Source: an optimization exercise on an open RTL-to-GDS flow (aim: small area). Production flows keep margins and buffers that such runs may drop.
At most, simulation tests tie the RTL to the original design; equivalence was not proved.
The clock input has no modelled driver; a real chip could not lean on it and would need a root buffer or a full tree.
Power and IR drop assume default switching activity.

// count
module count(clk, rst, key_reset, key_start_pause, key_display,
                    hex0, hex1, hex2, hex3, hex4, hex5,
                    led0, led1, led2, led3                  );
==> flow/config.mk <==
export PLATFORM = sky130hd
export DESIGN_NAME = count
export DESIGN_NICKNAME = count
export VERILOG_FILES = /design/flow/design.v
export SDC_FILE = /design/flow/constraint.sdc
export NUM_CORES = 4
export LEC_CHECK = 0
export CAP_MARGIN = 20
export CORE_MARGIN = 2
export CORE_UTILIZATION = 50
export SLEW_MARGIN = 20
==> flow/constraint.sdc <==
create_clock -name core_clock -period 5.0 [get_ports {clk}]
set_input_delay 1.0000 -clock core_clock [delete_from_list [all_inputs] [get_ports {clk}]]
set_output_delay 1.0000 -clock core_clock [all_outputs]
set_load 0.01 [all_outputs]
standard.sh (not shown) runs the stock make flow with config.mk's settings and CLKGATE_MAP_FILE= SYNTH_SCRIPT=/design/flow/synth_recipe.tcl, a recipe that flattens the netlist after the stock synthesis.
==> flow/flow/run.sh <==
#!/bin/bash
# Own layout flow: the standard layout (standard.sh), with
#  - synthesis mapped by ABC for area (my_synth.tcl, area.abc), no adder extraction;
#  - the smallest buffer on the ports;
#  - small clock buffers.
set -euo pipefail
W=$(pwd)
sed -e "s|SYNTH_SCRIPT=[^ ]*|SYNTH_SCRIPT=$W/flow/my_synth.tcl ADDER_MAP_FILE=|" standard.sh > own_standard.sh
bash own_standard.sh \
  "BUFFER_PORTS_ARGS=-buffer_cell sky130_fd_sc_hd__buf_1" \
  finish > make.log 2>&1
==> flow/flow/area.abc <==
strash
&get -n
&st
&dch -f
&nf -R 1000
&put
topo
==> flow/flow/my_synth.tcl <==
# Standard synthesis (synth_recipe.tcl), except that ABC maps with the area
# script beside this file and without a delay target.
set my_abc_script [file join [file dirname [file normalize [info script]]] area.abc]
proc synth {args} { yosys synth -nofsm -noshare {*}$args }
proc abc {args} {
  global my_abc_script
  set out {}
  set skip 0
  foreach a $args {
    if {$skip} { set skip 0; continue }
    if {$a eq "-script" || $a eq "-D"} { set skip 1; continue }
    lappend out $a
  }
  yosys abc -script $my_abc_script {*}$out
}
source $::env(SCRIPTS_DIR)/synth.tcl
# left out here: clear keep_hierarchy, flatten, clean up, hide names made inside functions, write 1_2_yosys.v
Change:
==> flow/run.sh (new file) <==
#!/bin/bash
# synth_recipe.tcl (not shown) runs the flow's synth.tcl, then flattens the netlist and writes it again
# the make line also repeats each setting of config.mk as NAME=value (left out here)
make -C /OpenROAD-flow-scripts/flow DESIGN_CONFIG=/design/flow/config.mk WORK_HOME=/design/flow/orfs CLKGATE_MAP_FILE= SYNTH_SCRIPT=/design/flow/synth_recipe.tcl finish
--- a/flow/config.mk
+++ b/flow/config.mk
@@ -7,0 +8,2 @@
+export ABC_AREA = 1
+export ABC_CLOCK_PERIOD_IN_PS = 100000
@@ -10 +12 @@
-export CORE_UTILIZATION = 50
+export CORE_UTILIZATION = 40
removed: flow/flow/run.sh
removed: flow/flow/area.abc
removed: flow/flow/my_synth.tcl
removed: flow/standard.sh
The new run finished clean.
Clock skew increases by 0.0056 ns.
Wire length increases by 18%.
Critical path depth increases by 1.
Power decreases by 6.6%.
Final cell count increases by 37%.
Combinational power increases by 28%.
Cell area increases by 21%.
Hold slack got worse by 0.029 ns.
Sequential share of layout area decreases by 7.8 points.
Flip-flop and latch count stays the same.
Die area increases by 43%.
Change:
==> flow/flow/run.sh (new file) <==
#!/bin/bash
# Own layout flow: the standard layout (standard.sh), with
#  - synthesis mapped by ABC for area (my_synth.tcl, area.abc), no adder extraction;
#  - the smallest buffer on the ports;
#  - small clock buffers.
set -euo pipefail
W=$(pwd)
sed -e "s|SYNTH_SCRIPT=[^ ]*|SYNTH_SCRIPT=$W/flow/my_synth.tcl ADDER_MAP_FILE=|" standard.sh > own_standard.sh
bash own_standard.sh \
  "BUFFER_PORTS_ARGS=-buffer_cell sky130_fd_sc_hd__buf_1" \
  "CTS_ARGS=-sink_clustering_enable -repair_clock_nets -buf_list sky130_fd_sc_hd__clkbuf_4 -root_buf sky130_fd_sc_hd__clkbuf_4 -sink_clustering_size 40 -sink_clustering_max_diameter 300 -dont_use_dummy_load" \
  finish > make.log 2>&1
==> flow/flow/area.abc (new file) <==
strash
&get -n
&st
&dch -f
&nf -R 1000
&put
topo
==> flow/flow/my_synth.tcl (new file) <==
# Standard synthesis (synth_recipe.tcl), except that ABC maps with the area
# script beside this file and without a delay target.
set my_abc_script [file join [file dirname [file normalize [info script]]] area.abc]
proc synth {args} { yosys synth -nofsm -noshare {*}$args }
proc abc {args} {
  global my_abc_script
  set out {}
  set skip 0
  foreach a $args {
    if {$skip} { set skip 0; continue }
    if {$a eq "-script" || $a eq "-D"} { set skip 1; continue }
    lappend out $a
  }
  yosys abc -script $my_abc_script {*}$out
}
source $::env(SCRIPTS_DIR)/synth.tcl
# left out here: clear keep_hierarchy, flatten, clean up, hide names made inside functions, write 1_2_yosys.v
==> flow/standard.sh (new file) <==
#!/bin/bash
# synth_recipe.tcl (not shown) runs the flow's synth.tcl, then flattens the netlist and writes it again
# the make line also repeats each setting of config.mk as NAME=value (left out here)
make -C /OpenROAD-flow-scripts/flow DESIGN_CONFIG=/design/flow/config.mk WORK_HOME=/design/flow/orfs CLKGATE_MAP_FILE= SYNTH_SCRIPT=/design/flow/synth_recipe.tcl "${@:-finish}"
--- a/flow/config.mk
+++ b/flow/config.mk
@@ -8,2 +7,0 @@
-export ABC_AREA = 1
-export ABC_CLOCK_PERIOD_IN_PS = 100000
@@ -12 +10 @@
-export CORE_UTILIZATION = 40
+export CORE_UTILIZATION = 50
removed: flow/run.sh
Worst setup slack is better by 0.35 ns.
Via count shrinks by 18%.
Power shrinks by 15%.
Sequential cell count does not change.
Function was not checked in any run of this note: the RTL went through the layout flow alone.

---

Setup of rev 12:
Another version of the RTL of count (not shown whole).
For scale: roughly 310 cells after synthesis, ~79 flip-flops, ~2800 sq um of cells after synthesis.
export LEC_CHECK = 0
export CAP_MARGIN = 0
export CORE_MARGIN = 2
export CORE_UTILIZATION = 80
export GPL_TIMING_DRIVEN = 0
export PLACE_DENSITY = 0.9
export SLEW_MARGIN = 0
create_clock -name core_clock -period 5.0 [get_ports {clk}]
==> flow/flow/run.sh <==
#!/bin/bash
# Own layout flow: the standard layout (standard.sh), with
#  - synthesis mapped by ABC for area (my_synth.tcl, area.abc), no adder extraction;
#  - the smallest buffer on the ports;
#  - drivers of high-fanout nets upsized before repair_design (upsize.tcl);
#  - a small two-level clock tree built by manual_cts.tcl in place of CTS.
set -euo pipefail
W=$(pwd)
sed -e "s|SYNTH_SCRIPT=[^ ]*|SYNTH_SCRIPT=$W/flow/my_synth.tcl ADDER_MAP_FILE=|" standard.sh > own_standard.sh
bash own_standard.sh \
  "BUFFER_PORTS_ARGS=-buffer_cell sky130_fd_sc_hd__buf_1" \
  "MIN_BUF_CELL_AND_PORTS=sky130_fd_sc_hd__buf_1 A X" \
  "PRE_RESIZE_TCL=$W/flow/upsize.tcl" \
  "PRE_CTS_TCL=$W/flow/manual_cts.tcl" \
  finish > make.log 2>&1
Other scripts of this flow, unchanged in this note and not shown: flow/flow/area.abc, flow/flow/manual_cts.tcl, flow/flow/my_synth.tcl, flow/flow/upsize.tcl
For rev 12, the flow was terminated by a tool error in global placement (3_3_place_gp) and produced no final design.
Input changes introduced in rev 13 (baseline for comparison: rev 12):
- changing CORE_UTILIZATION from 80 to 65
- changing PLACE_DENSITY from 0.9 to 0.8
Rev 13 finished end to end and its layout was clean on timing, DRC and antenna. For synthesized netlist cell count, rev 12 and rev 13 come out practically identical. Rev 13: effective utilization at floorplan 15 points below rev 12. As far as area share of xor/xnor cells in the synthesized design goes, rev 12 and rev 13 are indistinguishable; the numbers are identical. Relative to rev 12, height of the die has increased by about 10% in rev 13. Compared rev 13 against rev 12; complex-gate fraction of the synthesized area within noise. Reported for rev 12 and rev 13, synthesized area turned out identical to the last digit.
The clock cells of rev 13 come from the design's own scripts or RTL, not from TritonCTS.

---

Setup of main:
Another version of the RTL of count (not shown whole).
Size: ~79 flip-flops, roughly 51 I/O pins, roughly 2900 um^2 of cells after synthesis.
export LEC_CHECK = 0
export CAP_MARGIN = 20
export CORE_MARGIN = 2
export CORE_UTILIZATION = 65
export GPL_TIMING_DRIVEN = 0
export PLACE_DENSITY = 0.8
export SLEW_MARGIN = 20
create_clock -name core_clock -period 5.0 [get_ports {clk}]
==> flow/flow/run.sh <==
#!/bin/bash
# Own layout flow: the standard layout (standard.sh), with
#  - synthesis mapped by ABC for area (my_synth.tcl, area.abc), no adder extraction;
#  - the smallest buffer on the ports;
#  - a small two-level clock tree built by manual_cts.tcl in place of CTS.
set -euo pipefail
W=$(pwd)
sed -e "s|SYNTH_SCRIPT=[^ ]*|SYNTH_SCRIPT=$W/flow/my_synth.tcl ADDER_MAP_FILE=|" standard.sh > own_standard.sh
bash own_standard.sh \
  "BUFFER_PORTS_ARGS=-buffer_cell sky130_fd_sc_hd__buf_1" \
  "PRE_CTS_TCL=$W/flow/manual_cts.tcl" \
  finish > make.log 2>&1
Other scripts of this flow, unchanged in this note and not shown: flow/flow/area.abc, flow/flow/manual_cts.tcl, flow/flow/my_synth.tcl
Here is what was changed in the inputs of the feature branch compared with main.
Settings: PLACE_DENSITY: 0.8 -> unset; CORE_UTILIZATION: 65 -> 50.
==> comparison <==
- Core util | the feature branch vs main | the feature branch lower
- Summary: first-pass GRT wire length, the feature branch worse than main
- Re vias after detailed routing: main and the feature branch aren't equal, and the higher value belongs to the feature branch.
- Sort main and the feature branch by final-layout worst hold slack, ascending, and the feature branch comes first.
- On clock network power: between main and the feature branch, it ends up higher for the feature branch.
- Delta (the feature branch minus main): remaining max-slew budget at the tightest pin now sits higher; layout overhead on the synthesized area increased 1.9 points.
- Clock latency of the later-clocked register in the worst-skew pair in the feature branch is 30 ps higher than in main
- Synthesized cell count came out exactly the same in main and the feature branch.
- Of main and the feature branch, the run reporting the higher part of the total power dissipated in the clock network was the feature branch.
In every run of this note, the design's own scripts or RTL, not TritonCTS, make the clock network.

---

run a:
The RTL this note starts from:
==> flow/design.v <==
module sevenseg(data, show);
input   [3:0]  data;
output  [6:0]  show;
assign show[0] = (data[3] & data[2] & data[1]) | (~data[2] & ~data[1] & data[0]);
assign show[1] = (~data[3] & data[2] & data[1]) | (~data[3] & data[2] & data[0]);
assign show[2] = (~data[3] & ~data[2] & data[1] & ~data[0]);
assign show[3] = (~data[3] & ~data[2] & data[0]) | (data[3] & data[2] & data[1]);
assign show[4] = (data[0]);
assign show[5] = (~data[2] & data[0]) | (~data[3] & ~data[2] & data[1]);
assign show[6] = (~data[1] & ~data[0]) | (~data[3] & ~data[2] & data[0]);
endmodule
module sevenseg6(data, show);
input   [2:0]  data;
output  [6:0]  show;
assign show[0] = (data[2] & ~data[0]) | (~data[2] & data[1] & data[0]);
assign show[1] = (data[2] & data[1]);
assign show[2] = (~data[2] & ~data[1] & data[0]);
assign show[3] = (data[2] & ~data[0]) | (~data[2] & data[1] & data[0]);
assign show[4] = (data[2]) | (data[1] & data[0]);
assign show[5] = (~data[1] & data[0]) | (data[2] & ~data[1]);
assign show[6] = (~data[0]);
endmodule
module debounce(clk, rst, button, pressed);
input   clk, rst, button;
output  pressed;
reg  [8:0]  last;
parameter   INV    = 9'b010101010;
parameter   QSTATE = 9'd67;    
wire [8:0] s   = last ^ INV;
wire       q   = (s == QSTATE);
wire       clr = rst | button;
wire       fb  = ~(s[8] ^ s[4]);
wire [8:0] sn;
assign pressed = q;
assign sn[0]   = ~clr & (q | fb);
assign sn[8:1] = (clr | q) ? 8'd0 : s[7:0];
always @ (posedge clk)
  last <= sn ^ INV;
endmodule
`timescale 1 ns/ 1 ns
module count(clk, rst, key_reset, key_start_pause, key_display,
                    hex0, hex1, hex2, hex3, hex4, hex5,
                    led0, led1, led2, led3                  );
input          clk, rst, key_reset, key_start_pause, key_display;
output  [6:0]  hex0, hex1, hex2, hex3, hex4, hex5;
output         led0, led1, led2, led3;
reg         led0, led1, led2;
reg [4:0]   cnt;
reg [3:0]   s0, s1, s2, s4;
reg [2:0]   s3, s5;
wire [3:0]  d0, d1, d2, d4;
wire [2:0]  d3, d5;
wire        l0, l1, l2, l3, l4, l5;
wire reset_set, start_set, display_set;
assign led3 = 1'b0;
sevenseg  led8_0(.data(s0), .show(hex0));
sevenseg  led8_1(.data(s1), .show(hex1));
sevenseg  led8_2(.data(s2), .show(hex2));
sevenseg6 led8_3(.data(s3), .show(hex3));
sevenseg  led8_4(.data(s4), .show(hex4));
sevenseg6 led8_5(.data(s5), .show(hex5));
debounce rst_key(.clk(clk), .rst(rst), .button(key_reset), .pressed(reset_set));
debounce stt(.clk(clk), .rst(rst), .button(key_start_pause), .pressed(start_set));
debounce dsp(.clk(clk), .rst(rst), .button(key_display), .pressed(display_set));
wire clr = rst | reset_set;
always @ (posedge clk)
begin
  led0 <= ~clr & (start_set | led0);
  led1 <= ~clr & (start_set ^ led1);
  led2 <= ~clr & (display_set ^ led2);
end
parameter TINV = 5'b01010;
wire [4:0] t     = cnt ^ TINV;
wire       pulse = (t == 5'd9);
wire       run   = led1;
wire [4:0] tn;
assign tn[0]   = ~clr & (pulse ? run : (run ? ~(t[4] ^ t[2]) : t[0]));
assign tn[4:1] = (clr | pulse) ? 4'd0 : (run ? t[3:0] : t[4:1]);
always @ (posedge clk)
  cnt <= tn ^ TINV;
digit10 dg0(.clk(clk), .clr(clr), .cin(pulse), .d(d0), .isl(l0));
digit10 dg1(.clk(clk), .clr(clr), .cin(l0), .d(d1), .isl(l1));
digit10 dg2(.clk(clk), .clr(clr), .cin(l1), .d(d2), .isl(l2));
digit6  dg3(.clk(clk), .clr(clr), .cin(l2), .d(d3), .isl(l3));
digit10 dg4(.clk(clk), .clr(clr), .cin(l3), .d(d4), .isl(l4));
digit6  dg5(.clk(clk), .clr(clr), .cin(l4), .d(d5), .isl(l5));
wire hold = led2 & ~rst;
wire load = ~led2 & ~rst;
always @ (posedge clk)
begin
  s0 <= (s0 & {4{hold}}) | (d0 & {4{load}});
  s1 <= (s1 & {4{hold}}) | (d1 & {4{load}});
  s2 <= (s2 & {4{hold}}) | (d2 & {4{load}});
  s3 <= (s3 & {3{hold}}) | (d3 & {3{load}});
  s4 <= (s4 & {4{hold}}) | (d4 & {4{load}});
  s5 <= (s5 & {3{hold}}) | (d5 & {3{load}});
end
endmodule
module digit10(clk, clr, cin, d, isl);
input          clk, clr, cin;
output reg [3:0] d;
output         isl;
wire [4:0] x = {cin, d};
assign isl = (d[2] & ~d[1] & ~d[0]);
always @ (posedge clk)
begin
  d[0] <= ~clr & ((~x[4] & x[0]) | (x[4] & ~x[0]) | (x[4] & x[3] & x[1]));
  d[1] <= ~clr & ((~x[4] & x[1]) | (~x[3] & x[1]) | (x[4] & ~x[2] & x[0]) | (x[4] & ~x[3] & x[0]));
  d[2] <= ~clr & ((x[2] & x[0]) | (x[4] & x[3]) | (~x[4] & x[2] & x[1]));
  d[3] <= ~clr & ((x[3] & ~x[2]) | (~x[4] & x[3]) | (x[4] & ~x[2] & x[1]));
end
endmodule
module digit6(clk, clr, cin, d, isl);
input          clk, clr, cin;
output reg [2:0] d;
output         isl;
wire [3:0] x = {cin, d};
assign isl = (d[1] & ~d[0]);
always @ (posedge clk)
begin
  d[0] <= ~clr & ((~x[1] & x[0]) | (~x[2] & x[0]) | (~x[3] & x[0]) | (x[3] & x[2] & ~x[1]));
  d[1] <= ~clr & ((x[1] & x[0]) | (x[3] & x[2] & x[0]));
  d[2] <= ~clr & ((~x[3] & x[2]) | (x[3] & ~x[2]));
end
endmodule
==> flow/config.mk <==
export PLATFORM = sky130hd
export DESIGN_NAME = count
export DESIGN_NICKNAME = count
export VERILOG_FILES = /design/flow/design.v
export SDC_FILE = /design/flow/constraint.sdc
export NUM_CORES = 4
export LEC_CHECK = 0
export CAP_MARGIN = 20
export CORE_MARGIN = 2
export CORE_UTILIZATION = 50
export GPL_TIMING_DRIVEN = 0
export SLEW_MARGIN = 20
==> flow/constraint.sdc <==
create_clock -name core_clock -period 5.0 [get_ports {clk}]
set_input_delay 1.0000 -clock core_clock [delete_from_list [all_inputs] [get_ports {clk}]]
set_output_delay 1.0000 -clock core_clock [all_outputs]
set_load 0.01 [all_outputs]
==> flow/flow/manual_cts.tcl <==
# PRE_CTS_TCL hook: replaces clock_tree_synthesis by a small two-level clock
# tree. The clock pins are split into manual_cts_groups groups by recursive
# bisection of their positions; each group gets a leaf buffer at its centre,
# and one root buffer, driven by the clock port, drives the leaf buffers.
set manual_cts_root sky130_fd_sc_hd__clkbuf_4
set manual_cts_leaf sky130_fd_sc_hd__clkbuf_4
set manual_cts_groups 8

rename clock_tree_synthesis orfs_clock_tree_synthesis

proc manual_cts_split {sinks k} {
  if {$k <= 1 || [llength $sinks] < 2} { return [list $sinks] }
  set xs {}; set ys {}
  foreach s $sinks { lappend xs [lindex $s 1]; lappend ys [lindex $s 2] }
  set dx [expr {[tcl::mathfunc::max {*}$xs] - [tcl::mathfunc::min {*}$xs]}]
  set dy [expr {[tcl::mathfunc::max {*}$ys] - [tcl::mathfunc::min {*}$ys]}]
  set axis [expr {$dx >= $dy ? 1 : 2}]
  set sorted [lsort -integer -index $axis $sinks]
  set k1 [expr {$k / 2}]
  set h [expr {[llength $sorted] * $k1 / $k}]
  return [concat [manual_cts_split [lrange $sorted 0 [expr {$h - 1}]] $k1] \
                 [manual_cts_split [lrange $sorted $h end] [expr {$k - $k1}]]]
}

proc manual_cts_centre {items} {
  set sx 0; set sy 0
  foreach s $items { set sx [expr {$sx + [lindex $s 1]}]; set sy [expr {$sy + [lindex $s 2]}] }
  set n [llength $items]
  return [list [expr {$sx / $n}] [expr {$sy / $n}]]
}

proc manual_cts_buffer {block master name in_net out_name loc} {
  set buf [odb::dbInst_create $block $master $name]
  set out [odb::dbNet_create $block $out_name]
  $out setSigType CLOCK
  [$buf findITerm A] connect $in_net
  [$buf findITerm X] connect $out
  $buf setLocation [lindex $loc 0] [lindex $loc 1]
  $buf setPlacementStatus PLACED
  return $out
}

proc clock_tree_synthesis {args} {
  global manual_cts_root manual_cts_leaf manual_cts_groups
  set block [ord::get_db_block]
  set db [ord::get_db]
  set root_master [$db findMaster $manual_cts_root]
  set leaf_master [$db findMaster $manual_cts_leaf]
  foreach src [get_property [all_clocks] sources] {
    set name [get_full_name $src]
    set net [$block findNet $name]
    set sinks {}
    foreach it [$net getITerms] {
      set loc [[$it getInst] getLocation]
      lappend sinks [list $it [lindex $loc 0] [lindex $loc 1]]
    }
    set groups [manual_cts_split $sinks $manual_cts_groups]
    set centres {}
    foreach g $groups { lappend centres [concat x [manual_cts_centre $g]] }
    set root_net [manual_cts_buffer $block $root_master clkbuf_root_$name $net \
      clknet_root_$name [manual_cts_centre $centres]]
    set i 0
    foreach g $groups c $centres {
      set leaf_net [manual_cts_buffer $block $leaf_master clkbuf_leaf_${i}_$name $root_net \
        clknet_leaf_${i}_$name [lrange $c 1 2]]
      foreach s $g {
        set it [lindex $s 0]
        $it disconnect
        $it connect $leaf_net
      }
      puts "manual clock tree: leaf $i ($manual_cts_leaf) drives [llength $g] clock pins"
      incr i
    }
  }
  set_propagated_clock [all_clocks]
}
Scripts as last shown in full above: flow/flow/run.sh
Other scripts of this flow, unchanged in this note and not shown: flow/flow/area.abc, flow/flow/my_synth.tcl
Run a: it failed with a tool error in clock tree synthesis (4_1_cts), so there are no final results.
What run b does differently from run a at the input level:
Settings: PLACE_DENSITY: unset -> 0.8; CAP_MARGIN: 20 -> 0; CORE_UTILIZATION: 50 -> 65; SLEW_MARGIN: 20 -> 0.
diff --git a/flow/flow/run.sh b/flow/flow/run.sh
--- a/flow/flow/run.sh
+++ b/flow/flow/run.sh
@@ -10,0 +11 @@
+  "MIN_BUF_CELL_AND_PORTS=sky130_fd_sc_hd__buf_1 A X" \
diff --git a/flow/flow/manual_cts.tcl b/flow/flow/manual_cts.tcl
--- a/flow/flow/manual_cts.tcl
+++ b/flow/flow/manual_cts.tcl
@@ -5,3 +5,3 @@
-set manual_cts_root sky130_fd_sc_hd__clkbuf_4
-set manual_cts_leaf sky130_fd_sc_hd__clkbuf_4
-set manual_cts_groups 8
+set ::manual_cts_root sky130_fd_sc_hd__clkbuf_4
+set ::manual_cts_leaf sky130_fd_sc_hd__clkbuf_4
+set ::manual_cts_groups 8
Run b reached the end of the flow, and the finished layout is clean on the timing, DRC and antenna checks. On xor/xnor share of the synthesized area, run b and run a are basically level. On final RePlAce weighted congestion: between run b and run a, it ends up higher for run a. Post-synthesis sequential area ratio in run b vs run a: up 0.51 points.
In run b the design's own scripts or RTL, not TritonCTS, make the clock network.

separate check: timing with driven ports:
Ports are ideal in the flow. The routed layouts listed here were re-timed in OpenROAD. Step 1: set_driving_cell puts a clkbuf_16 on clk and a buf_2 on each other input, an assumption about the parent block. Step 2 times the ports against the registers' clock, not the clock port: input delays grow and output delays shrink by t, the midpoint of the rising clock arrivals with the driver on. Slacks: ideal ports / drivers / drivers and shift; pairs: ideal ports / drivers.
run | t, ns | setup slack, ns | pins driven straight from the clock port
the first run of note 1 | 0.365 | 2.617 / 2.590 / 2.409 | 1
the second run of note 1 | 0.363 | 2.198 / 2.169 / 2.268 | 1
the third run of note 1 | 0.410 | 2.551 / 2.525 / 2.430 | 1
rev 13 | 0.420 | 2.288 / 2.264 / 2.684 | 1
main | 0.404 | 2.443 / 2.421 / 2.511 | 1
the feature branch | 0.425 | 2.255 / 2.230 / 2.540 | 1
run b | 0.416 | 2.489 / 2.466 / 2.628 | 1
After both steps every run listed still meets setup and hold. The setup slack of the first run of note 1, which loses most, moves by -0.027 ns with the drivers and by -0.208 ns with both steps.
